Context: an optimization exercise on an open-source flow, tuned for small area. The choices shown serve that exercise and are no tape-out recipe. The RTL was checked by simulation tests, not by an equivalence proof against the original design. No run shown here takes its clock network from TritonCTS; it comes from the design's own scripts or RTL. The flow treats the clock pin as an ideal source. Dropping or thinning the clock tree relies on that and would not hold on a real chip. Power and IR drop assume default switching activity.

==> design/flow/design.v <==
`timescale 1ns / 1ps
module vga_timing(
    input clk,
    input reset,
    output pix_en,
    output reg [9:0] h_pos,
    output reg [9:0] v_pos,
    output reg h_sync,
    output reg v_sync
    );
    reg [1:0] phase;            
    assign pix_en = phase[1] & ~phase[0];
    wire [10:0] hc;
    assign hc[0] = pix_en;
    genvar i;
    generate for (i = 0; i < 10; i = i + 1) begin : hcarry
        assign hc[i + 1] = hc[i] & h_pos[i];
    end endgenerate
    wire h_wrap = hc[5] & h_pos[9] & h_pos[8];
    wire [9:0] h_next = (h_pos ^ hc[9:0]) & ~{h_wrap, h_wrap, 2'b00, h_wrap, 5'b00000};
    wire [10:0] vcy;
    assign vcy[0] = h_wrap;
    generate for (i = 0; i < 10; i = i + 1) begin : vcarry
        assign vcy[i + 1] = vcy[i] & v_pos[i];
    end endgenerate
    wire vc = h_wrap & v_pos[9] & v_pos[3] & v_pos[2];
    wire [9:0] v_next = (v_pos ^ vcy[9:0]) & ~{vc, 5'b00000, vc, vc, 1'b0, vc};
    always @(posedge clk or posedge reset)
        if (reset) begin
            phase <= 2'b10;
            h_pos <= 10'd799;
            v_pos <= 10'd524;
            h_sync <= 1'b0;
            v_sync <= 1'b0;
        end
        else begin
            phase <= {phase[0], ~phase[1]};
            h_pos <= h_next;
            v_pos <= v_next;
            h_sync <= h_pos[9] & ~h_pos[8] & h_pos[7] & (|h_pos[6:4]) & ~(&h_pos[6:4]);
            v_sync <= (v_pos[8:1] == 8'b11110101);
        end
endmodule
`timescale 1ns / 1ps
module digit_pixel(
    input [3:0] d,
    input rt, ru, rm, rl, rb,
    input cl, cc, cr,
    output p
    );
    wire is1 = d[0] & ~d[1] & ~d[2] & ~d[3];
    wire is4 = d[2] & ~d[1] & ~d[0];
    wire is7 = d[2] & d[1] & d[0];
    wire s_f = d[3] | (d[2] & ~(d[1] & d[0])) | ~(d[2] | d[1] | d[0]);
    wire s_b = ~(d[2] & (d[1] ^ d[0]));
    wire s_e = ~d[0] & (~d[2] | d[1]);
    wire s_c = ~(d[1] & ~d[0] & ~d[2]);
    wire s_g = ~((~d[3] & ~d[2] & ~d[1]) | is7);
    wire s_d = ~(is1 | is4 | is7);
    wire s_a = ~(is1 | is4);
    wire ml = ~(is1 | is7);
    assign p = (cr & (rt | rm | rb | (ru & s_b) | (rl & s_c)))
             | (cl & ((rt & ~is1) | (ru & s_f) | (rm & ml) | (rl & s_e) | (rb & s_d)))
             | (cc & ((rt & s_a) | (rm & s_g) | (rb & s_d)));
endmodule
module glyph_bit(
    input sel_h10, sel_h1, sel_m10, sel_m1, sel_s10, sel_s1, sel_colon, sel_letter,
    input rt, ru, rm, rl, rb,
    input cl, cc, cr,
    input colon_px, letter_px,
    input [3:0] h10, h1, m1, s1,
    input [2:0] m10, s10,
    output bit_o
    );
    wire h10_nz = |h10;
    wire [3:0] d = ({4{sel_h10}} & h10) | ({4{sel_h1}} & h1)
                 | ({4{sel_m10}} & {1'b0, m10}) | ({4{sel_m1}} & m1)
                 | ({4{sel_s10}} & {1'b0, s10}) | ({4{sel_s1}} & s1);
    wire is_digit = (sel_h10 & h10_nz) | sel_h1 | sel_m10 | sel_m1 | sel_s10 | sel_s1;
    wire is_letter = sel_letter | (sel_h10 & ~h10_nz);
    wire dp;
    digit_pixel dpx(.d(d), .rt(rt), .ru(ru), .rm(rm), .rl(rl), .rb(rb),
        .cl(cl), .cc(cc), .cr(cr), .p(dp));
    assign bit_o = (is_digit & dp) | (sel_colon & colon_px) | (is_letter & letter_px);
endmodule
`timescale 1ns / 1ps
module timer_keeper(
    input clk,
    input rst,
    input mode,
    input start,
    input pause,
    output reg [3:0] s1,
    output reg [2:0] s10,
    output reg [3:0] m1,
    output reg [2:0] m10,
    output reg [3:0] h1,
    output reg h10
    );
    reg run;                    
    always @(posedge clk or posedge rst)
        if (rst)
            run <= 1'b0;
        else
            run <= (start & ~run) | (~pause & run);
    wire en = run & mode;
    reg [5:0] cnt;
    reg half;
    wire cnt_end = en & (&cnt);
    wire tick = cnt_end & ~half;
    wire [5:0] cc = {5'b11111 & {&cnt[4:0], &cnt[3:0], &cnt[2:0], &cnt[1:0], cnt[0]}, 1'b1} & {6{en}};
    wire [5:0] cnt_inc = cnt ^ cc;
    always @(posedge clk or posedge rst)
        if (rst) begin
            cnt <= 6'd14;
            half <= 1'b0;
        end
        else begin
            cnt <= cnt_inc | {2'b00, {3{cnt_end}}, 1'b0};
            half <= half ^ cnt_end;
        end
    wire s59 = s10[2] & s10[0] & s1[3] & s1[0];
    wire m59 = m10[2] & m10[0] & m1[3] & m1[0];
    wire ks = tick;
    wire s1_carry = ks & s1[3] & s1[0];
    wire [3:0] s1_t = {ks & s1[0] & (s1[3] | (s1[2] & s1[1])), ks & s1[0] & s1[1], ks & s1[0] & ~s1[3], ks};
    wire [2:0] s10_t = {s1_carry & s10[0] & (s10[1] | s10[2]), s1_carry & s10[0] & ~s10[2], s1_carry};
    wire km = tick & s59;
    wire m1_carry = km & m1[3] & m1[0];
    wire [3:0] m1_t = {km & m1[0] & (m1[3] | (m1[2] & m1[1])), km & m1[0] & m1[1], km & m1[0] & ~m1[3], km};
    wire [2:0] m10_t = {m1_carry & m10[0] & (m10[1] | m10[2]), m1_carry & m10[0] & ~m10[2], m1_carry};
    wire kh = km & m59;
    wire h15 = h10 & h1[2];
    wire [3:0] h1_t = {kh & h1[0] & (h1[3] | (h1[2] & h1[1])), kh & h1[0] & (h1[1] | h15),
                       kh & h1[0] & ~h1[3] & ~h15, kh};
    wire h10_t = kh & h1[0] & (h1[3] | h15);
    always @(posedge clk or posedge rst)
        if (rst) begin
            s1 <= 4'd0; s10 <= 3'd0;
            m1 <= 4'd0; m10 <= 3'd0;
            h1 <= 4'd0; h10 <= 1'b0;
        end
        else begin
            s1 <= s1 ^ s1_t; s10 <= s10 ^ s10_t;
            m1 <= m1 ^ m1_t; m10 <= m10 ^ m10_t;
            h1 <= h1 ^ h1_t; h10 <= h10 ^ h10_t;
        end
endmodule
`timescale 1ns / 1ps
module clock_keeper(
    input clk,
    input rst,
    input sec_button,
    input min_button,
    input hour_button,
    output reg [3:0] s1,
    output reg [2:0] s10,
    output reg [3:0] m1,
    output reg [2:0] m10,
    output reg [3:0] h1,
    output reg [1:0] h10
    );
    reg [5:0] cnt;
    reg half;
    wire cnt_end = &cnt;
    wire tick = cnt_end & ~half;
    wire [5:0] cc = {&cnt[4:0], &cnt[3:0], &cnt[2:0], &cnt[1:0], cnt[0], 1'b1};
    wire [5:0] cnt_inc = cnt ^ cc;
    always @(posedge clk or posedge rst)
        if (rst) begin
            cnt <= 6'd14;
            half <= 1'b0;
        end
        else begin
            cnt <= cnt_inc | {2'b00, {3{cnt_end}}, 1'b0};
            half <= half ^ cnt_end;
        end
    reg sb, mb, hb;
    always @(posedge clk)
        if (cnt[5] & cnt[4] & cnt[3] & cnt[2] & ~cnt[1] & ~cnt[0]) begin
            sb <= sec_button;
            mb <= min_button;
            hb <= hour_button;
        end
    wire ks = tick & (sb | s1[0]);
    wire s1_carry = ks & s1[3];
    wire [3:0] s1_t = {ks & (s1[3] | (s1[2] & s1[1])), ks & s1[1], ks & ~s1[3], tick & ~sb};
    wire [2:0] s10_t = {s1_carry & s10[0] & (s10[1] | s10[2]), s1_carry & s10[0] & ~s10[2], s1_carry};
    wire s59 = s10[2] & s10[0] & s1[3] & s1[0];
    wire m59 = m10[2] & m10[0] & m1[3] & m1[0];
    wire km = tick & (mb | s59);
    wire m1_carry = km & m1[3] & m1[0];
    wire [3:0] m1_t = {km & m1[0] & (m1[3] | (m1[2] & m1[1])), km & m1[0] & m1[1], km & m1[0] & ~m1[3], km};
    wire [2:0] m10_t = {m1_carry & m10[0] & (m10[1] | m10[2]), m1_carry & m10[0] & ~m10[2], m1_carry};
    wire kh = tick & (hb | (m59 & s59));
    wire h23 = h10[1] & h1[1] & h1[0];
    wire h1_9 = h1[3] & h1[0];
    wire [3:0] h1_t = {kh & h1[0] & (h1[3] | (h1[2] & h1[1])), kh & h1[0] & h1[1] & ~h10[1],
                       kh & h1[0] & ~h1[3], kh};
    wire [1:0] h10_t = {kh & ((h1_9 & h10[0]) | h23), kh & h1_9};
    always @(posedge clk or posedge rst)
        if (rst) begin
            s1 <= 4'd0; s10 <= 3'd0;
            m1 <= 4'd0; m10 <= 3'd0;
            h1 <= 4'd0; h10 <= 2'd0;
        end
        else begin
            s1 <= s1 ^ s1_t; s10 <= s10 ^ s10_t;
            m1 <= m1 ^ m1_t; m10 <= m10 ^ m10_t;
            h1 <= h1 ^ h1_t; h10 <= h10 ^ h10_t;
        end
endmodule
`timescale 1ns / 1ps
module overall_top(
    input clk_100MHz,
    input reset,
    input sec_button,
    input min_button,
    input hour_button,
    input start,
    input pause,
    input mode,
    output h_sync,
    output v_sync,
    output [11:0] rgb
    );
    wire pix_en;
    wire [9:0] h_pos, v_pos;
    vga_timing vga(.clk(clk_100MHz), .reset(reset), .pix_en(pix_en),
        .h_pos(h_pos), .v_pos(v_pos), .h_sync(h_sync), .v_sync(v_sync));
    wire [3:0] as1, am1, ah1;
    wire [2:0] as10, am10;
    wire [1:0] ah10;
    clock_keeper ck(.clk(clk_100MHz), .rst(reset & ~mode),
        .sec_button(sec_button), .min_button(min_button), .hour_button(hour_button),
        .s1(as1), .s10(as10), .m1(am1), .m10(am10), .h1(ah1), .h10(ah10));
    wire [3:0] ts1, tm1, th1;
    wire [2:0] ts10, tm10;
    wire th10;
    timer_keeper tk(.clk(clk_100MHz), .rst(reset & mode), .mode(mode),
        .start(start), .pause(pause),
        .s1(ts1), .s10(ts10), .m1(tm1), .m10(tm10), .h1(th1), .h10(th10));
    wire [4:0] slot = h_pos[9:5];
    wire [3:0] row = v_pos[5:2];
    wire [2:0] col = h_pos[4:2];
    wire vband = ~v_pos[8] & v_pos[7] & v_pos[6];           
    wire sel_h10 = (slot == 5'd6), sel_h1 = (slot == 5'd7);
    wire sel_m10 = (slot[3:0] == 4'd9), sel_m1 = (slot[3:0] == 4'd10);
    wire sel_s10 = (slot[3:0] == 4'd12), sel_s1 = (slot[3:0] == 4'd13);
    wire sel_colon = (slot == 5'd8) | (slot[3:0] == 4'd11);
    wire sel_letter = (slot[3:0] == 4'd14);
    wire rt = (row[3:1] == 3'd1), ru = (row[3:1] == 3'd2), rm = (row[3:1] == 3'd3);
    wire rl = (row[3:1] == 3'd4), rb = (row[3:1] == 3'd5);
    wire cl = (col[2:1] == 2'd0), cc = (col >= 3'd2) & (col <= 3'd4), cr = (col == 3'd5) | (col == 3'd6);
    wire colon_px = (ru | rl) & ((col == 3'd3) | (col == 3'd4));
    wire c04 = (col == 3'd0) | (col == 3'd4);
    wire c0to4 = (col <= 3'd4);
    wire a_px = ((row == 4'd7) & (col >= 3'd1) & (col <= 3'd3))
              | (((row == 4'd8) | (row == 4'd10) | (row == 4'd11)) & c04)
              | ((row == 4'd9) & c0to4);
    wire t_px = ((row == 4'd7) & c0to4)
              | ((row >= 4'd8) & (row <= 4'd11) & (col == 3'd2));
    wire letter_px = mode ? t_px : a_px;
    wire nbit_a, nbit_t;
    glyph_bit ga(.sel_h10(sel_h10), .sel_h1(sel_h1), .sel_m10(sel_m10), .sel_m1(sel_m1),
        .sel_s10(sel_s10), .sel_s1(sel_s1), .sel_colon(sel_colon), .sel_letter(sel_letter),
        .rt(rt), .ru(ru), .rm(rm), .rl(rl), .rb(rb), .cl(cl), .cc(cc), .cr(cr),
        .colon_px(colon_px), .letter_px(letter_px),
        .h10({2'b00, ah10}), .h1(ah1), .m10(am10), .m1(am1), .s10(as10), .s1(as1), .bit_o(nbit_a));
    glyph_bit gt(.sel_h10(sel_h10), .sel_h1(sel_h1), .sel_m10(sel_m10), .sel_m1(sel_m1),
        .sel_s10(sel_s10), .sel_s1(sel_s1), .sel_colon(sel_colon), .sel_letter(sel_letter),
        .rt(rt), .ru(ru), .rm(rm), .rl(rl), .rb(rb), .cl(cl), .cc(cc), .cr(cr),
        .colon_px(colon_px), .letter_px(letter_px),
        .h10({3'b000, th10}), .h1(th1), .m10(tm10), .m1(tm1), .s10(ts10), .s1(ts1), .bit_o(nbit_t));
    reg bit_a, bit_t;
    always @(posedge clk_100MHz) begin
        bit_a <= nbit_a;
        bit_t <= nbit_t;
    end
    wire blank_a = sel_h10 && (ah10 == 2'd0);
    wire blank_t = sel_h10 && !th10;
    reg pix_a, pix_t;
    always @(posedge clk_100MHz)
        if (pix_en) begin
            pix_a <= bit_a & vband & ~blank_a;
            pix_t <= bit_t & vband & ~blank_t;
        end
    assign rgb = {12{mode ? pix_t : pix_a}};
endmodule
==> design/flow/flow/run.sh <==
#!/bin/bash
# Own layout flow: the standard flow (standard.sh) with these changes.
#  2. The port buffers are sky130_fd_sc_hd__buf_1 (every port still gets one).
#  3. CTS builds its tree from clkbuf_8 without dummy loads; clock_tree.tcl
#     then replaces it by a smaller tree if that meets its checks.
# Each tool's output goes to a log file of its own in the work folder.
set -euo pipefail
WORK=$(pwd)
export FLOWDIR=$WORK/flow
export RES=$WORK/orfs/results/$FLOW_PLATFORM/overall_top/base
PLAT=$FLOW_HOME/platforms/$FLOW_PLATFORM
LIB=$PLAT/lib/sky130_fd_sc_hd__tt_025C_1v80.lib
YOSYS=${YOSYS_EXE:-$(command -v yosys || echo $FLOW_HOME/../tools/install/yosys/bin/yosys)}
OPENROAD=${OPENROAD_EXE:-$(command -v openroad || echo $FLOW_HOME/../tools/install/OpenROAD/bin/openroad)}

export BUFFER_PORTS_ARGS="-buffer_cell sky130_fd_sc_hd__buf_1"
export CTS_ARGS="-sink_clustering_enable -repair_clock_nets -dont_use_dummy_load -buf_list sky130_fd_sc_hd__clkbuf_8"

bash standard.sh synth > standard_synth.log 2>&1
cp "$RES/1_2_yosys.v" "$WORK/netlist_standard.v"
python3 "$FLOWDIR/cut_ffs.py" "$WORK/netlist_standard.v" "$WORK/cut_standard.v" > "$WORK/cut_standard.log" 2>&1 || true

DONT_USE=$(sed -n '/DONT_USE_CELLS +=/,/^$/p' "$PLAT/config.mk" | grep -o 'sky130_fd_sc_hd__[A-Za-z0-9_]*' | sed 's/^/-dont_use /' | tr '\n' ' ')
SEQ="sky130_fd_sc_hd__df* sky130_fd_sc_hd__edf* sky130_fd_sc_hd__sdf* sky130_fd_sc_hd__dl*"

SEEDS="1 2 3 4 5 6 7 8 9 10 11 12 13 14 15 16"
for S in $SEEDS; do
  sed "s/@SEED@/$S/" "$FLOWDIR/remap.abc" > "$WORK/remap_$S.abc"
  cat > "$WORK/remap_$S.ys" <<EOS
read_liberty -ignore_miss_func -ignore_miss_dir -ignore_miss_data_latch $LIB
read_verilog $WORK/netlist_standard.v
hierarchy -top $FLOW_TOP
setattr -mod -set keep_hierarchy 1 $SEQ
flatten
opt_clean
setattr -mod -set blackbox 1 $SEQ
techmap
opt -fast
abc -liberty $LIB $DONT_USE -script $WORK/remap_$S.abc
setundef -zero
splitnets
opt_clean -purge
hilomap -singleton -hicell sky130_fd_sc_hd__conb_1 HI -locell sky130_fd_sc_hd__conb_1 LO
tee -o $WORK/remap_stat_$S.txt stat -liberty $LIB
write_verilog -noattr -nohex -nodec -selected $WORK/netlist_remap_$S.v
EOS
  "$YOSYS" -s "$WORK/remap_$S.ys" > "$WORK/remap_$S.log" 2>&1 &
  while (( $(jobs -rp | wc -l) >= 4 )); do sleep 2; done
done
wait || true

# candidates, smallest first
: > "$WORK/remap_areas.txt"
for S in $SEEDS; do
  if [[ -s "$WORK/netlist_remap_$S.v" && -s "$WORK/remap_stat_$S.txt" ]]; then
    a=$(grep -m1 "Chip area" "$WORK/remap_stat_$S.txt" | awk '{print $NF}')
    echo "$a $S" >> "$WORK/remap_areas.txt"
  fi
done
use_remap=0
for S in $(sort -g "$WORK/remap_areas.txt" | awk '{print $2}'); do
  python3 "$FLOWDIR/cut_ffs.py" "$WORK/netlist_remap_$S.v" "$WORK/cut_remap_$S.v" > "$WORK/cut_remap_$S.log" 2>&1 || continue
  cat > "$WORK/equiv_$S.ys" <<EOS
read_liberty -ignore_miss_func -ignore_miss_dir -ignore_miss_data_latch $LIB
read_verilog $WORK/cut_standard.v
rename $FLOW_TOP gold
read_verilog $WORK/cut_remap_$S.v
rename $FLOW_TOP gate
flatten gold gate
opt_clean
miter -equiv -flatten -make_outputs gold gate miter
hierarchy -top miter
sat -verify -prove trigger 0 miter
EOS
  "$YOSYS" -s "$WORK/equiv_$S.ys" > "$WORK/equiv_$S.log" 2>&1 || continue
  # the same registers, by name and cell type
  diff <(grep -o 'sky130_fd_sc_hd__[de]*df[a-z0-9_]* [^ ]*' "$WORK/netlist_standard.v" | sort) \
       <(grep -o 'sky130_fd_sc_hd__[de]*df[a-z0-9_]* [^ ]*' "$WORK/netlist_remap_$S.v" | sort) > "$WORK/regs_diff_$S.log" || continue
  use_remap=$S
  break
done
echo "use_remap=$use_remap" > "$WORK/remap_used.txt"
if [[ $use_remap != 0 ]]; then
  cp "$WORK/netlist_remap_$use_remap.v" "$RES/1_2_yosys.v"
  rm -f "$RES/1_synth.odb" "$RES/1_synth.sdc"
fi

bash standard.sh cts > standard_cts.log 2>&1
K=$(TREE_K=0 "$OPENROAD" -no_init -exit "$FLOWDIR/clock_tree.tcl" 2>&1 | tee "$WORK/clock_tree_search.log" | awk '/^BEST_K/ {print $2}' || true)
K=${K:-0}
if [[ $K != 0 ]] && TREE_K=$K "$OPENROAD" -no_init -exit "$FLOWDIR/clock_tree.tcl" > "$WORK/clock_tree.log" 2>&1 \
   && [[ -s "$RES/4_cts_tree.odb" ]]; then
  cp "$RES/4_cts.odb" "$WORK/4_cts_cts.odb"
  mv "$RES/4_cts_tree.odb" "$RES/4_cts.odb"
  echo "clock tree replaced" > "$WORK/clock_tree_used.txt"
else
  echo "clock tree kept" > "$WORK/clock_tree_used.txt"
fi

bash standard.sh > standard.log 2>&1
==> design/flow/flow/clock_tree.tcl <==
# Replace the clock tree that CTS built in 4_cts.odb by a smaller one: a
# clkbuf_4 root driving K leaf buffers, each leaf driving one k-means cluster
# of the registers, each leaf sized to the smallest clkbuf whose registers see
# at most the target clock slew (placement estimate, after legalizing).
# With TREE_K=0 it only searches for the best number of leaves; otherwise it
# builds that tree and writes 4_cts_tree.odb if the result is placed legally
# and meets the slew and timing checks.
set res $::env(RES)
set plat $::env(FLOW_HOME)/platforms/$::env(FLOW_PLATFORM)
read_lef $plat/lef/sky130_fd_sc_hd.tlef
read_lef $plat/lef/sky130_fd_sc_hd_merged.lef
read_liberty $plat/lib/sky130_fd_sc_hd__tt_025C_1v80.lib
read_db $res/4_cts.odb
read_sdc $res/4_cts.sdc
source $plat/setRC.tcl
set_propagated_clock [all_clocks]
source $::env(FLOWDIR)/clock_tree_lib.tcl

set clkport [get_property [lindex [get_property [lindex [all_clocks] 0] sources] 0] name]
puts "clock port $clkport"
set limit 0.105
if {$::env(TREE_K) == 0} {
  # search: print the number of leaves with the smallest tree
  set best_k 0; set best_a 1e30
  for {set K 3} {$K <= 8} {incr K} {
    set a [build_and_size $clkport $K $limit]
    if {$a >= 0 && $a < $best_a} { set best_a $a; set best_k $K }
  }
  puts "BEST_K $best_k"
  exit 0
}
set a [build_and_size $clkport $::env(TREE_K) $limit]
if {$a < 0} { puts "tree failed"; exit 1 }
check_placement
estimate_parasitics -placement
set worst 0
foreach p [get_pins -hierarchical */CLK] { set s [get_property $p slew_max]; if {$s > $worst} { set worst $s } }
puts "worst clock-pin slew (estimate) $worst"
report_clock_skew
set wsmin [sta::worst_slack_cmd min]
set wsmax [sta::worst_slack_cmd max]
puts "worst slack min $wsmin max $wsmax"
if {$worst > 0.108 || $wsmin < 0.05e-9 || $wsmax < 0.5e-9} { puts "tree rejected"; exit 1 }
write_db $res/4_cts_tree.odb
puts "tree written"
==> design/flow/flow/clock_tree_lib.tcl <==
# Replace the clock tree in the loaded design by a root buffer driving K
# leaf buffers, each driving a k-means cluster of the clock sinks.
proc rebuild_clock_tree {clkport K rootcell leafcell} {
  set db [ord::get_db]
  set block [ord::get_db_block]
  set pnet [[$block findBTerm $clkport] getNet]
  # collect sinks (register clock pins) through existing clock buffers
  set sinks {}
  set bufs {}
  set todo [list $pnet]
  while {[llength $todo]} {
    set net [lindex $todo 0]; set todo [lrange $todo 1 end]
    foreach it [$net getITerms] {
      if {[$it isOutputSignal]} continue
      set inst [$it getInst]
      set m [[$inst getMaster] getName]
      if {[string match "*clkbuf*" $m] || [string match "*clkinv*" $m] || [string match "clkload*" [$inst getName]]} {
        if {[string match "*clkinv*" $m] && ![string match "clkload*" [$inst getName]]} { error "inverter in clock tree" }
        lappend bufs $inst
        foreach o [$inst getITerms] { if {[$o isOutputSignal] && [$o getNet] ne "NULL"} { lappend todo [$o getNet] } }
      } else {
        lappend sinks $it
      }
    }
  }
  # disconnect and delete the old tree
  set oldnets {}
  foreach b $bufs {
    foreach o [$b getITerms] { if {[$o isOutputSignal] && [$o getNet] ne "NULL"} { lappend oldnets [$o getNet] } }
  }
  foreach it $sinks { $it disconnect }
  foreach b $bufs { odb::dbInst_destroy $b }
  foreach n $oldnets { if {[$n getName] ne [$pnet getName]} { odb::dbNet_destroy $n } }
  # sink locations
  set pts {}
  foreach it $sinks {
    set bb [[$it getInst] getBBox]
    lappend pts [list [expr ([$bb xMin]+[$bb xMax])/2.0] [expr ([$bb yMin]+[$bb yMax])/2.0]]
  }
  set n [llength $pts]
  # k-means, seeded along the sorted x order
  set order [lsort -real -index 0 $pts]
  set cents {}
  for {set k 0} {$k < $K} {incr k} { lappend cents [lindex $order [expr int(($k + 0.5) * $n / $K)]] }
  for {set iter 0} {$iter < 50} {incr iter} {
    set asg {}
    foreach p $pts {
      set best 0; set bd 1e30
      for {set k 0} {$k < $K} {incr k} {
        set c [lindex $cents $k]
        set d [expr abs([lindex $p 0]-[lindex $c 0]) + abs([lindex $p 1]-[lindex $c 1])]
        if {$d < $bd} { set bd $d; set best $k }
      }
      lappend asg $best
    }
    set new {}
    for {set k 0} {$k < $K} {incr k} {
      set sx 0; set sy 0; set c 0
      foreach p $pts a $asg { if {$a == $k} { set sx [expr $sx + [lindex $p 0]]; set sy [expr $sy + [lindex $p 1]]; incr c } }
      if {$c} { lappend new [list [expr $sx / $c] [expr $sy / $c]] } else { lappend new [lindex $cents $k] }
    }
    set cents $new
  }
  set rootm [$db findMaster $rootcell]
  set leafm [$db findMaster $leafcell]
  set root [odb::dbInst_create $block $rootm clkbuf_root]
  set rnet [odb::dbNet_create $block clknet_root]
  $rnet setSigType CLOCK
  [$root findITerm A] connect $pnet
  [$root findITerm X] connect $rnet
  set rx 0; set ry 0
  for {set k 0} {$k < $K} {incr k} {
    set leaf [odb::dbInst_create $block $leafm clkbuf_leaf_$k]
    set lnet [odb::dbNet_create $block clknet_leaf_$k]
    $lnet setSigType CLOCK
    [$leaf findITerm A] connect $rnet
    [$leaf findITerm X] connect $lnet
    foreach it $sinks a $asg { if {$a == $k} { $it connect $lnet } }
    set c [lindex $cents $k]
    $leaf setLocation [expr int([lindex $c 0])] [expr int([lindex $c 1])]
    $leaf setPlacementStatus PLACED
    set rx [expr $rx + [lindex $c 0]]; set ry [expr $ry + [lindex $c 1]]
  }
  $root setLocation [expr int($rx / $K)] [expr int($ry / $K)]
  $root setPlacementStatus PLACED
  puts "clock tree: [llength $bufs] old cells removed; $n sinks in $K clusters"
}

# worst clock-pin slew of the sinks driven by net
proc net_sink_slew {net} {
  set worst 0
  foreach it [$net getITerms] {
    if {[$it isOutputSignal]} continue
    set pin [get_pins -of_objects [get_cells [[$it getInst] getName]] -filter "name==[[$it getMTerm] getName]"]
    set s [get_property $pin slew_max]
    if {$s > $worst} { set worst $s }
  }
  return $worst
}

# worst clock-pin slew over all registers, and the leaf that drives it
proc worst_leaf {K} {
  set worst 0; set wk -1
  for {set k 0} {$k < $K} {incr k} {
    set s [net_sink_slew [[ord::get_db_block] findNet clknet_leaf_$k]]
    if {$s > $worst} { set worst $s; set wk $k }
  }
  return [list $worst $wk]
}

# Build a tree with K leaves (all clkbuf_4 at first), legalize it, then
# upsize the leaf with the worst register slew until every register sees at
# most limit.  Returns the leaf area, or -1 if the limit cannot be met.
proc build_and_size {clkport K limit} {
  set sizes {sky130_fd_sc_hd__clkbuf_4 sky130_fd_sc_hd__clkbuf_8 sky130_fd_sc_hd__clkbuf_16}
  rebuild_clock_tree $clkport $K sky130_fd_sc_hd__clkbuf_4 sky130_fd_sc_hd__clkbuf_4
  set lvl {}
  for {set k 0} {$k < $K} {incr k} { lappend lvl 0 }
  detailed_placement
  estimate_parasitics -placement
  for {set it 0} {$it < 3 * $K} {incr it} {
    lassign [worst_leaf $K] worst wk
    if {$worst <= $limit} break
    set l [lindex $lvl $wk]
    if {$l >= 2} { return -1 }
    incr l
    lset lvl $wk $l
    replace_cell [get_cells clkbuf_leaf_$wk] [lindex $sizes $l]
    detailed_placement
    estimate_parasitics -placement
  }
  lassign [worst_leaf $K] worst wk
  if {$worst > $limit} { return -1 }
  set area 0
  for {set k 0} {$k < $K} {incr k} {
    set m [[ord::get_db] findMaster [lindex $sizes [lindex $lvl $k]]]
    set area [expr $area + [$m getWidth] * [$m getHeight] / 1e6]
  }
  puts "K=$K leaf area $area worst slew $worst sizes $lvl"
  return $area
}
==> design/flow/flow/cut_ffs.py <==
# Cut the flip-flops of a mapped netlist: each register's Q becomes a new
# input and its D, reset, set and enable pins new outputs, so that two
# netlists with the same registers can be compared combinationally.
import re, sys
# Replace flip-flop instances by cut points: Q from a new input, D/reset/set/enable to new outputs.
src, dst = sys.argv[1], sys.argv[2]
t = open(src).read()
inst_re = re.compile(r'\n\s*(sky130_fd_sc_hd__(?:e?df\w+))\s+(\\\S+|\w+)\s*\((.*?)\);', re.S)
flops = []
for m in inst_re.finditer(t):
    pins = dict(re.findall(r'\.(\w+)\(([^()]*?)\)', m.group(3)))
    flops.append((m.group(2), m.group(1), pins, m.span()))
flops.sort(key=lambda f: f[0])
names = {f[0]: i for i, f in enumerate(flops)}
newports, decls, assigns = [], [], []
for name, typ, pins, span in flops:
    i = names[name]
    for p, net in pins.items():
        net = net.strip()
        if net.startswith("\\"): net = net + " "
        if p == 'CLK': continue
        if p in ('Q',):
            newports.append(f'cutq{i}'); decls.append(f'  input cutq{i};'); assigns.append(f'  assign {net} = cutq{i};')
        elif p == 'Q_N':
            newports.append(f'cutqn{i}'); decls.append(f'  input cutqn{i};'); assigns.append(f'  assign {net} = cutqn{i};')
        else:
            newports.append(f'cut{p}{i}'); decls.append(f'  output cut{p}{i};'); assigns.append(f'  assign cut{p}{i} = {net};')
# remove instances (from the end)
for name, typ, pins, span in sorted(flops, key=lambda f: -f[3][0]):
    t = t[:span[0]] + '\n' + t[span[1]:]
# add ports to module header
t = re.sub(r'(module\s+' + re.escape(sys.argv[3] if len(sys.argv) > 3 else 'overall_top') + r'\s*\()', r'\1' + ', '.join(newports) + ', ', t, count=1)
t = t.replace('endmodule', '\n'.join(decls + assigns) + '\nendmodule', 1)
open(dst, 'w').write(t)
print(len(flops), 'flops cut')
==> design/flow/flow/remap.abc <==
strash
balance; rewrite; refactor; balance; rewrite; rewrite -z; balance; refactor -z; rewrite -z; balance
&get -n
&deepsyn -J 1000 -S @SEED@
&put
dch
amap
topo
==> design/flow/standard.sh <==
#!/bin/bash
# synth_recipe.tcl (not shown) runs the flow's synth.tcl, then flattens the netlist and writes it again
# the make line also repeats each setting of config.mk as NAME=value (left out here)
make -C /OpenROAD-flow-scripts/flow DESIGN_CONFIG=/design/flow/config.mk WORK_HOME=/design/flow/orfs CLKGATE_MAP_FILE= SYNTH_SCRIPT=/design/flow/synth_recipe.tcl "${@:-finish}"
==> design/flow/config.mk <==
export PLATFORM = sky130hd
export DESIGN_NAME = overall_top
export DESIGN_NICKNAME = overall_top
export VERILOG_FILES = /design/flow/design.v
export SDC_FILE = /design/flow/constraint.sdc
export NUM_CORES = 4
export LEC_CHECK = 0
export CAP_MARGIN = 0
export CORE_MARGIN = 2
export CORE_UTILIZATION = 40
export GPL_TIMING_DRIVEN = 0
export SLEW_MARGIN = 0
export SYNTH_MEMORY_MAX_BITS = 16384
==> design/flow/constraint.sdc <==
create_clock -name core_clock -period 10.0 [get_ports {clk_100MHz}]
set_input_delay 2.0000 -clock core_clock [delete_from_list [all_inputs] [get_ports {clk_100MHz}]]
set_output_delay 2.0000 -clock core_clock [all_outputs]
set_load 0.01 [all_outputs]
==> results of run 1 <==
[metrics by stage]
step           total power [mW]  instances  cell area, um2  setup WS [ns]  hold slack (ns)
6_report                  0.573        605            4260           5.12            0.388
5_1_grt                   0.602        605            4260           4.68            0.412
4_1_cts                   0.602        606            4280           5.03            0.368
3_5_place_dp              0.413        597            4160           4.62            0.372
3_3_place_gp              0.410        597            4160           4.77            0.359
2_1_floorplan             0.402        443            3910           5.09            0.355
[worst paths after layout]
kind	startpoint	endpoint	slack, ns	cells after the start
worst max register to register	tk.run	tk.h1[3]	6.61	17
worst min-delay path	vga.phase[0]	vga.phase[1]	0.39	0
worst max-delay path	mode	tk.h1[3]	5.12	18
min in group asynchronous	reset	vga.phase[0]	1.60	2
worst min register to register	vga.phase[0]	vga.phase[1]	0.39	0
max in group asynchronous	mode	ck.m1[0]	7.13	3
[power by group]
group | internal [mW] | leakage [nW] | total, mW | switching (mW)
clock network | 0.0625 | 0.0523 | 0.167 | 0.105
registers | 0.366 | 0.989 | 0.375 | 0.00908
logic | 0.0118 | 0.590 | 0.0311 | 0.0193
total | 0.440 | 1.63 | 0.573 | 0.133
[routing by layer]
layer	share of wire [%]	vias up
li1	-	1581
met3	3.9	16
met2	47	39
met1	47	1435
met4	2.3	0
met5	0	-
[cell type report]
class	count	area (um2)	area share, %
Sequential cell	85	2160	50.8
Timing Repair Buffer	21	78.8	1.85
Tap cell	133	166	3.91
Multi-Input combinational cell	288	1490	34.9
Buffer	8	97.6	2.29
Inverter	70	263	6.17
[registers in the layout, indices dropped and copies added, names as in the netlist, 2 cells and up]
name / flops
ck.cnt: 6
ck.h1: 4
ck.h10: 2
ck.m1: 4
ck.m10: 3
ck.s1: 4
ck.s10: 3
tk.cnt: 6
tk.h1: 4
tk.m1: 4
tk.m10: 3
tk.s1: 4
tk.s10: 3
vga.h_pos: 10
vga.phase: 2
vga.v_pos: 10
==> results_dict.tcl, run 1 <==
set metrics [dict create \
    setup_tns_ns 0 \
    slowest_stage "and3_1" \
    path_buf_inv 3 \
    min_path_type "reg -> reg" \
    crit_path_start_kind "primary input" \
    hold_viol_final 0 \
    rsz0062_at_grt "false" \
    global_route.usage.met1_pct 21.1 \
    top_usage_layer "met2" \
    dieArea_um2 10600 \
    antenna_found_initial 0 \
    wl_per_cell_um 13.1 \
    drive_gt1_share_pct 5.30 \
    synth_nets 451 \
    dr.pass1.iters 5 \
    gp_congestion 0.946 \
    place_hpwl_um 5970 \
    vias_per_cell 5.08 \
    drv_slew 0 \
    io_buffer_count 21 \
    rows 36 \
    io_pins 22 \
    critPathArrivalTime_ns 5.23 \
    start_util_pct 40.6 \
    crit_fanout 7 \
    avgSynthCellArea_um2 8.83 \
    run_status "complete, no violations" \
    grt_util_met3_pct 2.85 \
    yosysWarningCount 4 \
    grt_max_degree 28 \
    period_needed_ns 4.88 \
    peakVddDrop_uv 86.1 \
    final_common_cell "nor2_1" \
    cts_resized 0 \
    grt_overflow_total 0 \
    wl_um 7950 \
    vias 3071 \
    max-slew-margin-rel_pct 24.1 \
    antenna_left 0 \
    cts_setup_buffers 0 \
    gr-usage-met2_pct 25.5 \
    cap_violations 0 \
    coreArea_um2 9640 \
    die_y_um 103 \
    clock.fmax_mhz 205 \
    crit_required_ns 10.34 \
    worst_pin_slew_ns 1.14 \
    cts_hold_buffers 0 \
    layout.nets 482 \
    mostFrequentLayoutCells "nor2_1 (98), clkinv_1 (70), dfrtp_1 (61)" \
    drtIter0Drc 97 \
    cp_top_family "simple AND/OR/NAND/NOR gates" \
    area_delta_synth_final_pct 8.76 \
    max_stage_delay_ns 0.29 \
    dieWidth_um 103 \
    post-route-period-util_pct 48.8 \
    power.density_nw_per_um2 135 \
    grt_pass1_vias 2919 \
    setup_viol 0 \
    clk_pin_slew_worst_paths_ns 0.10 \
    num_antenna_cells 0 \
    grt_util_all_layers_pct 15.6 \
    final.setup_skew_ns 0.0250 \
    numClockSinks 85 \
    insertion_delay_ns 0.46 \
    criticalPathCategory "in -> reg" \
    syn_inst 443 \
    worstSetupEndpointType "register" \
    synth_area_um2 3910 \
    crit_chain "buf_1, and3_1, and3_1, and3_1, nand2_1, nor2_1, nand2_1, nor2_1, nand2_1, nor2_1, nand3_1, nor2_1, clkinv_1, nor2_1, nand2_1, clkinv_1, nand2_1, a221oi_1" \
    fin_util_pct 44.1 \
    drcViolationCount 0 \
    n_fill_cell 974 \
    p_leak_nw 1.63 \
    grt_pass1_wl_um 13200 \
]
==> inputs of run 2 (changes only) <==
--- a/design/flow/design.v
+++ b/design/flow/design.v
@@ -3,12 +3,16 @@
     input clk,
     input reset,
     output pix_en,
-    output reg [9:0] h_pos,
-    output reg [9:0] v_pos,
+    output [9:0] h_pos,
+    output [9:0] v_pos,
     output reg h_sync,
     output reg v_sync
     );
-    reg [1:0] phase;            
+    reg [1:0] phase_x;
+    reg [9:0] h_x, v_x;
+    wire [1:0] phase = phase_x ^ 2'b10;    
+    assign h_pos = h_x ^ 10'd799;
+    assign v_pos = v_x ^ 10'd524;
     assign pix_en = phase[1] & ~phase[0];
     wire [10:0] hc;
     assign hc[0] = pix_en;
@@ -27,16 +31,16 @@
     wire [9:0] v_next = (v_pos ^ vcy[9:0]) & ~{vc, 5'b00000, vc, vc, 1'b0, vc};
     always @(posedge clk or posedge reset)
         if (reset) begin
-            phase <= 2'b10;
-            h_pos <= 10'd799;
-            v_pos <= 10'd524;
+            phase_x <= 2'b00;
+            h_x <= 10'd0;
+            v_x <= 10'd0;
             h_sync <= 1'b0;
             v_sync <= 1'b0;
         end
         else begin
-            phase <= {phase[0], ~phase[1]};
-            h_pos <= h_next;
-            v_pos <= v_next;
+            phase_x <= {phase[0], ~phase[1]} ^ 2'b10;
+            h_x <= h_next ^ 10'd799;
+            v_x <= v_next ^ 10'd524;
             h_sync <= h_pos[9] & ~h_pos[8] & h_pos[7] & (|h_pos[6:4]) & ~(&h_pos[6:4]);
             v_sync <= (v_pos[8:1] == 8'b11110101);
         end
@@ -104,7 +108,8 @@
         else
             run <= (start & ~run) | (~pause & run);
     wire en = run & mode;
-    reg [5:0] cnt;
+    reg [5:0] cnt_x;                        
+    wire [5:0] cnt = cnt_x ^ 6'd14;
     reg half;
     wire cnt_end = en & (&cnt);
     wire tick = cnt_end & ~half;
@@ -112,11 +117,11 @@
     wire [5:0] cnt_inc = cnt ^ cc;
     always @(posedge clk or posedge rst)
         if (rst) begin
-            cnt <= 6'd14;
+            cnt_x <= 6'd0;
             half <= 1'b0;
         end
         else begin
-            cnt <= cnt_inc | {2'b00, {3{cnt_end}}, 1'b0};
+            cnt_x <= (cnt_inc | {2'b00, {3{cnt_end}}, 1'b0}) ^ 6'd14;
             half <= half ^ cnt_end;
         end
     wire s59 = s10[2] & s10[0] & s1[3] & s1[0];
@@ -160,7 +165,8 @@
     output reg [3:0] h1,
     output reg [1:0] h10
     );
-    reg [5:0] cnt;
+    reg [5:0] cnt_x;                        
+    wire [5:0] cnt = cnt_x ^ 6'd14;
     reg half;
     wire cnt_end = &cnt;
     wire tick = cnt_end & ~half;
@@ -168,11 +174,11 @@
     wire [5:0] cnt_inc = cnt ^ cc;
     always @(posedge clk or posedge rst)
         if (rst) begin
-            cnt <= 6'd14;
+            cnt_x <= 6'd0;
             half <= 1'b0;
         end
         else begin
-            cnt <= cnt_inc | {2'b00, {3{cnt_end}}, 1'b0};
+            cnt_x <= (cnt_inc | {2'b00, {3{cnt_end}}, 1'b0}) ^ 6'd14;
             half <= half ^ cnt_end;
         end
     reg sb, mb, hb;
--- a/design/flow/flow/run.sh
+++ b/design/flow/flow/run.sh
@@ -23,7 +23,7 @@
 DONT_USE=$(sed -n '/DONT_USE_CELLS +=/,/^$/p' "$PLAT/config.mk" | grep -o 'sky130_fd_sc_hd__[A-Za-z0-9_]*' | sed 's/^/-dont_use /' | tr '\n' ' ')
 SEQ="sky130_fd_sc_hd__df* sky130_fd_sc_hd__edf* sky130_fd_sc_hd__sdf* sky130_fd_sc_hd__dl*"
 
-SEEDS="1 2 3 4 5 6 7 8 9 10 11 12 13 14 15 16"
+SEEDS="1 2 3 4 5 6 7 8"
 for S in $SEEDS; do
   sed "s/@SEED@/$S/" "$FLOWDIR/remap.abc" > "$WORK/remap_$S.abc"
   cat > "$WORK/remap_$S.ys" <<EOS
==> run 2 against run 1 <==
Against the previous run: utilization is 1.3 points higher; cell count down 0.17%; worst setup slack lost 0.50 ns; die area shrank 0.55%; maximum frequency down 9.3%; synthesized area shrank 0.58%; critical path depth increased by 3; first-iteration DRC count rose by 14%; clock power shrank 2%; register-to-register slack worse by 0.36 ns; clock skew up 0.0011 ns; via count up 1.7%.
==> results_dict.tcl, run 2 <==
set metrics [dict create \
    power.density_nw_per_um2 133 \
    hold_viol_final 0 \
    dieWidth_um 103 \
    drv_slew 0 \
    synth_nets 453 \
    worst_pin_slew_ns 1.13 \
    die_y_um 103 \
    place_area_um2 4130 \
    wl_um 7820 \
    drcViolationCount 0 \
    setup_tns_ns 0 \
    fin_util_pct 45.5 \
    peakVddDrop_uv 77.7 \
    final_common_cell "nor2_1" \
    grt_max_degree 28 \
    grt_pass1_vias 2948 \
    crit_fanout 5 \
    io_pins 22 \
    top_regs "vga.h_x: 10 flops, vga.v_x: 10 flops" \
    mostFrequentLayoutCells "nor2_1 (96), dfrtp_1 (78), clkinv_1 (69)" \
    dr.pass1.iters 4 \
    vias 3122 \
    drtIter0Drc 111 \
    run_status "complete, no violations" \
    num_antenna_cells 0 \
    syn_inst 445 \
    area_delta_synth_final_pct 9.07 \
    antenna_left 0 \
    min_path_type "reg -> reg" \
    layout.nets 485 \
    final_cell_area_um2 4240 \
    cap_violations 0 \
    wl_per_cell_um 12.9 \
    clk_pin_slew_worst_paths_ns 0.10 \
    reg2reg_slack_ns 6.25 \
    period_needed_ns 5.38 \
    insertion_delay_ns 0.44 \
    numClockSinks 85 \
    avgSynthCellArea_um2 8.74 \
    coreArea_um2 9330 \
    crit_required_ns 10.37 \
    dieArea_um2 10500 \
    crit_path_start_kind "primary input" \
    criticalPathCategory "in -> reg" \
    cts_hold_buffers 0 \
    wl_met1_um 3890 \
    n_fill_cell 927 \
    synth_area_um2 3890 \
    setup_viol 0 \
    worstSetupEndpointType "register" \
    place_hpwl_um 5900 \
    rsz0062_at_grt "false" \
    wl_met2_um 3460 \
    grt_util_all_layers_pct 16.2 \
    post-route-period-util_pct 53.8 \
    drive_gt1_share_pct 1.89 \
    grt_pass1_wl_um 13900 \
    cts_setup_buffers 0 \
    critPathArrivalTime_ns 5.76 \
    gp_congestion 0.921 \
    vias_per_cell 5.17 \
    max-slew-margin-rel_pct 24.5 \
    io_buffer_count 21 \
    clock.fmax_mhz 186 \
    start_util_pct 41.7 \
    antenna_found_initial 0 \
    rows 35 \
    yosysWarningCount 4 \
    p_leak_nw 1.69 \
    cts_resized 0 \
    final.setup_skew_ns 0.0261 \
    grt_overflow_total 0 \
    met3_length_um 351 \
    highest_layer "met4" \
]
-- run 2: cell count changes in the layout (fill, tap and decap cells not counted), moves of 3 or more --
cell and change:
a21oi_1 -7, a311oi_1 +3, a31oi_1 +5, dfrtp_1 +17, dfstp_2 -17, o21ai_0 +11
-- run 2: per-layer routing --
metal | track usage [%] | vias to the layer above
met3 | 2.64 | 12
met1 | 24.1 | 1445
met4 | 3.18 | 0
met5 | 0 | -
met2 | 25.4 | 56
li1 | - | 1609
-- run 2: through the flow --
step | setup WS [ns] | power (mW) | hold slack (ns) | cells
2_1_floorplan | 5.03 | 0.400 | 0.354 | 445
3_3_place_gp | 4.20 | 0.408 | 0.365 | 595
3_5_place_dp | 4.14 | 0.410 | 0.374 | 595
4_1_cts | 4.47 | 0.597 | 0.404 | 604
5_1_grt | 4.05 | 0.595 | 0.433 | 604
6_report | 4.62 | 0.565 | 0.398 | 604
-- run 2: worst max-delay path, stage by stage --
cell	delay [ns]
buf_1	0.27
clkinv_1	0.18
nor2b_1	0.18
nand2_1	0.13
or3_1	0.40
nor2_1	0.17
and2_0	0.20
nand2_1	0.11
nor2_1	0.21
nand2_1	0.13
nor2_1	0.18
nand2_1	0.11
nor2_1	0.22
nand3_1	0.16
nor2_1	0.20
clkinv_1	0.11
nor2_1	0.17
nand2_1	0.15
a211oi_1	0.28
nor2_1	0.07
a21oi_1	0.12
-- run 2: final cells by class --
class                   instances  area (um2)  share of cell area [%]
repair buffers                 22        93.8                    2.21
inverters                      69         259                    6.10
multi-input cells             291        1490                    35.1
plain buffers                   8        97.6                    2.30
flip-flops and latches         85        2140                    50.5
well taps                     129         161                    3.80
-- run 2: final timing paths --
check / endpoint / depth (start not counted) / startpoint
min reg2reg: vga.phase_x[0] / 0 / vga.phase_x[1]
max in group asynchronous: tk.s1[2] / 2 / mode
max: tk.h1[1] / 21 / mode
max reg2reg: tk.h1[1] / 19 / tk.run
min in group asynchronous: vga.v_x[5] / 2 / reset
min: vga.phase_x[0] / 0 / vga.phase_x[1]
-- run 2: power breakdown --
group | internal [mW] | total [mW] | switching [mW] | leakage (nW)
combinational | 0.0117 | 0.0285 | 0.0168 | 0.611
clock | 0.0625 | 0.163 | 0.100 | 0.0523
sequential | 0.363 | 0.374 | 0.0108 | 1.03
==> inputs of run 3 (changes only) <==
--- a/design/flow/flow/run.sh
+++ b/design/flow/flow/run.sh
@@ -1,7 +1,8 @@
 #!/bin/bash
 # Own layout flow: the standard flow (standard.sh) with these changes.
 #  2. The port buffers are sky130_fd_sc_hd__buf_1 (every port still gets one).
-#  3. CTS builds its tree from clkbuf_8 without dummy loads; clock_tree.tcl
+#  3. After synthesis, buffers of drive 6 and up are not used (see below).
+#  4. CTS builds its tree from clkbuf_8 without dummy loads; clock_tree.tcl
 #     then replaces it by a smaller tree if that meets its checks.
 # Each tool's output goes to a log file of its own in the work folder.
 set -euo pipefail
@@ -85,6 +86,9 @@
   rm -f "$RES/1_synth.odb" "$RES/1_synth.sdc"
 fi
 
+# From placement on, large buffers (buf_6 and up) are not used: repairs use
+# smaller buffers or sizing instead.
+export DONT_USE_CELLS="sky130_fd_sc_hd__buf_6 sky130_fd_sc_hd__buf_8 sky130_fd_sc_hd__buf_12 sky130_fd_sc_hd__buf_16"
 bash standard.sh cts > standard_cts.log 2>&1
 K=$(TREE_K=0 "$OPENROAD" -no_init -exit "$FLOWDIR/clock_tree.tcl" 2>&1 | tee "$WORK/clock_tree_search.log" | awk '/^BEST_K/ {print $2}' || true)
 K=${K:-0}
==> run 3 against run 2 <==
Against the previous run: synthesized cell count unchanged; utilization unchanged; first-iteration DRC count unchanged; critical path type unchanged; routed wire length unchanged; worst hold slack unchanged; via count unchanged; register-to-register slack about the same; global-route usage unchanged.
==> results_dict.tcl, run 3 <==
set metrics [dict create \
    slowest_stage "or3_1" \
    gp_congestion 0.921 \
    setup_viol 0 \
    place_area_um2 4130 \
    io_buffer_count 21 \
    coreArea_um2 9330 \
    crit_fanout 5 \
    max_stage_delay_ns 0.40 \
    clk_pin_slew_worst_paths_ns 0.10 \
    cts_setup_buffers 0 \
    crit_path_start_kind "primary input" \
    place_hpwl_um 5900 \
    insertion_delay_ns 0.44 \
    final.setup_skew_ns 0.0261 \
    setup_tns_ns 0 \
    dr.pass1.iters 4 \
    layout.nets 485 \
    antenna_found_initial 0 \
    antenna_left 0 \
    power_frac_comb_pct 5.0 \
    period_needed_ns 5.38 \
    grt_pass1_vias 2948 \
    intPower_mw 0.437 \
    area_delta_synth_final_pct 9.07 \
    vias 3122 \
    grt_util_all_layers_pct 16.2 \
    drtIter0Drc 111 \
    max-slew-margin-rel_pct 24.5 \
    grt_overflow_total 0 \
    p_sw_share_pct 22.6 \
    synth_area_um2 3890 \
    crit_required_ns 10.37 \
    crit_chain "buf_1, clkinv_1, nor2b_1, nand2_1, or3_1, nor2_1, and2_0, nand2_1, nor2_1, nand2_1, nor2_1, nand2_1, nor2_1, nand3_1, nor2_1, clkinv_1, nor2_1, nand2_1, a211oi_1, nor2_1, a21oi_1" \
    dieWidth_um 103 \
    yosysWarningCount 4 \
    min_path_type "reg -> reg" \
    die_y_um 103 \
    start_util_pct 41.7 \
    synth_nets 453 \
    cts_hold_buffers 0 \
    mostFrequentLayoutCells "nor2_1 (96), dfrtp_1 (78), clkinv_1 (69)" \
    final_common_cell "nor2_1" \
    hold_viol_final 0 \
    switchingPower_mw 0.128 \
    p_leak_nw 1.69 \
    numClockSinks 85 \
    syn_inst 445 \
    cts_resized 0 \
    final_cell_area_um2 4240 \
    crit_path_frequent_cell "nor2_1" \
    drv_slew 0 \
    multi_input_area_um2 1490 \
    drive_gt1_share_pct 1.89 \
    fin_util_pct 45.5 \
    io_pins 22 \
    place_inst 595 \
    power.density_nw_per_um2 133 \
    post-route-period-util_pct 53.8 \
    rr_worst_depth 19 \
    run_status "complete, no violations" \
    rows 35 \
    clock.fmax_mhz 186 \
    worst_pin_slew_ns 1.13 \
    holdPathStages 0 \
    n_fill_cell 927 \
    critPathArrivalTime_ns 5.76 \
    instances_no_fill 604 \
    dieArea_um2 10500 \
    wl_per_cell_um 12.9 \
    vias_per_cell 5.17 \
    drcViolationCount 0 \
    cap_violations 0 \
    num_antenna_cells 0 \
    grt_max_degree 28 \
    regArea_um2 2140 \
    criticalPathCategory "in -> reg" \
    rsz0062_at_grt "false" \
    worstSetupEndpointType "register" \
    peakVddDrop_uv 77.7 \
    avgSynthCellArea_um2 8.74 \
    seqPwrFrac_pct 66.2 \
    top_regs "vga.h_x: 10 flops, vga.v_x: 10 flops" \
    power_mw 0.565 \
    wl_um 7820 \
    pwr-share-clk_pct 28.8 \
    grt_pass1_wl_um 13900 \
]
## run 3: stage by stage
stage / hold slack, ns / setup slack [ns]
after floorplan: 0.354 / 5.03
after global placement: 0.365 / 4.20
after detailed placement: 0.374 / 4.14
after CTS: 0.404 / 4.47
after global routing: 0.433 / 4.05
final: 0.398 / 4.62
## run 3: critical path: cells and delay by family
kind | cells | cell delay [ns]
AO/OA/AOI/OAI | 2 | 0.40
buffers and inverters | 3 | 0.56
AND/OR/NAND/NOR | 16 | 2.79
## run 3: final timing paths
kind | startpoint | to | slack, ns
worst max-delay path | mode | tk.h1[1] | 4.62
worst min-delay path | vga.phase_x[1] | vga.phase_x[0] | 0.40
worst max register to register | tk.run | tk.h1[1] | 6.25
worst min register to register | vga.phase_x[1] | vga.phase_x[0] | 0.40
max in group asynchronous | mode | tk.s1[2] | 7.31
min in group asynchronous | reset | vga.v_x[5] | 1.64
## run 3: power by group through the flow
stage	logic (mW)	clock network, mW	registers (mW)
floorplan	0.0226	0	0.378
global placement	0.0277	0	0.380
detailed placement	0.0288	0	0.381
CTS	0.0288	0.194	0.374
global route	0.0333	0.185	0.376
finish	0.0285	0.163	0.374
## run 3: area by class of cell
cell class	instances	share of cell area, %
repair buffers	22	2.21
plain buffers	8	2.30
flip-flops and latches	85	50.5
multi-input cells	291	35.1
well taps	129	3.80
inverters	69	6.10
## run 3: routing by layer
layer,part of all wire [%],up-vias,GRT usage (%)
met5,0,-,0
met4,1.4,0,3.18
met3,4.5,12,2.64
met2,44,56,25.4
met1,50,1445,24.1
li1,-,1609,-

static timing again, ports no longer ideal:
Ports are ideal in the flow. The routed layouts listed here were re-timed in OpenROAD. Step 1 sets driving cells, clkbuf_16 on the clock port and buf_2 on the other inputs (assumed; they add their load-dependent delay and slew). Step 2 also shifts input and output timing later by t, the mid clock arrival at the registers, as if the neighbouring blocks saw the same clock. Slacks: ideal ports / drivers / drivers and shift; pairs: ideal ports / drivers.
run	t, ns	slack for setup (ns)	worst slew at a driven data input, ns
run 1	0.477	5.117 / 5.103 / 4.645	0.03
run 2	0.455	4.616 / 4.621 / 4.166	0.03
run 3	0.455	4.616 / 4.621 / 4.166	0.03
After both steps setup and hold are still met in every run listed. For run 1, which loses most, drivers alone change the setup slack by -0.014 ns; drivers and shift together by -0.472 ns.
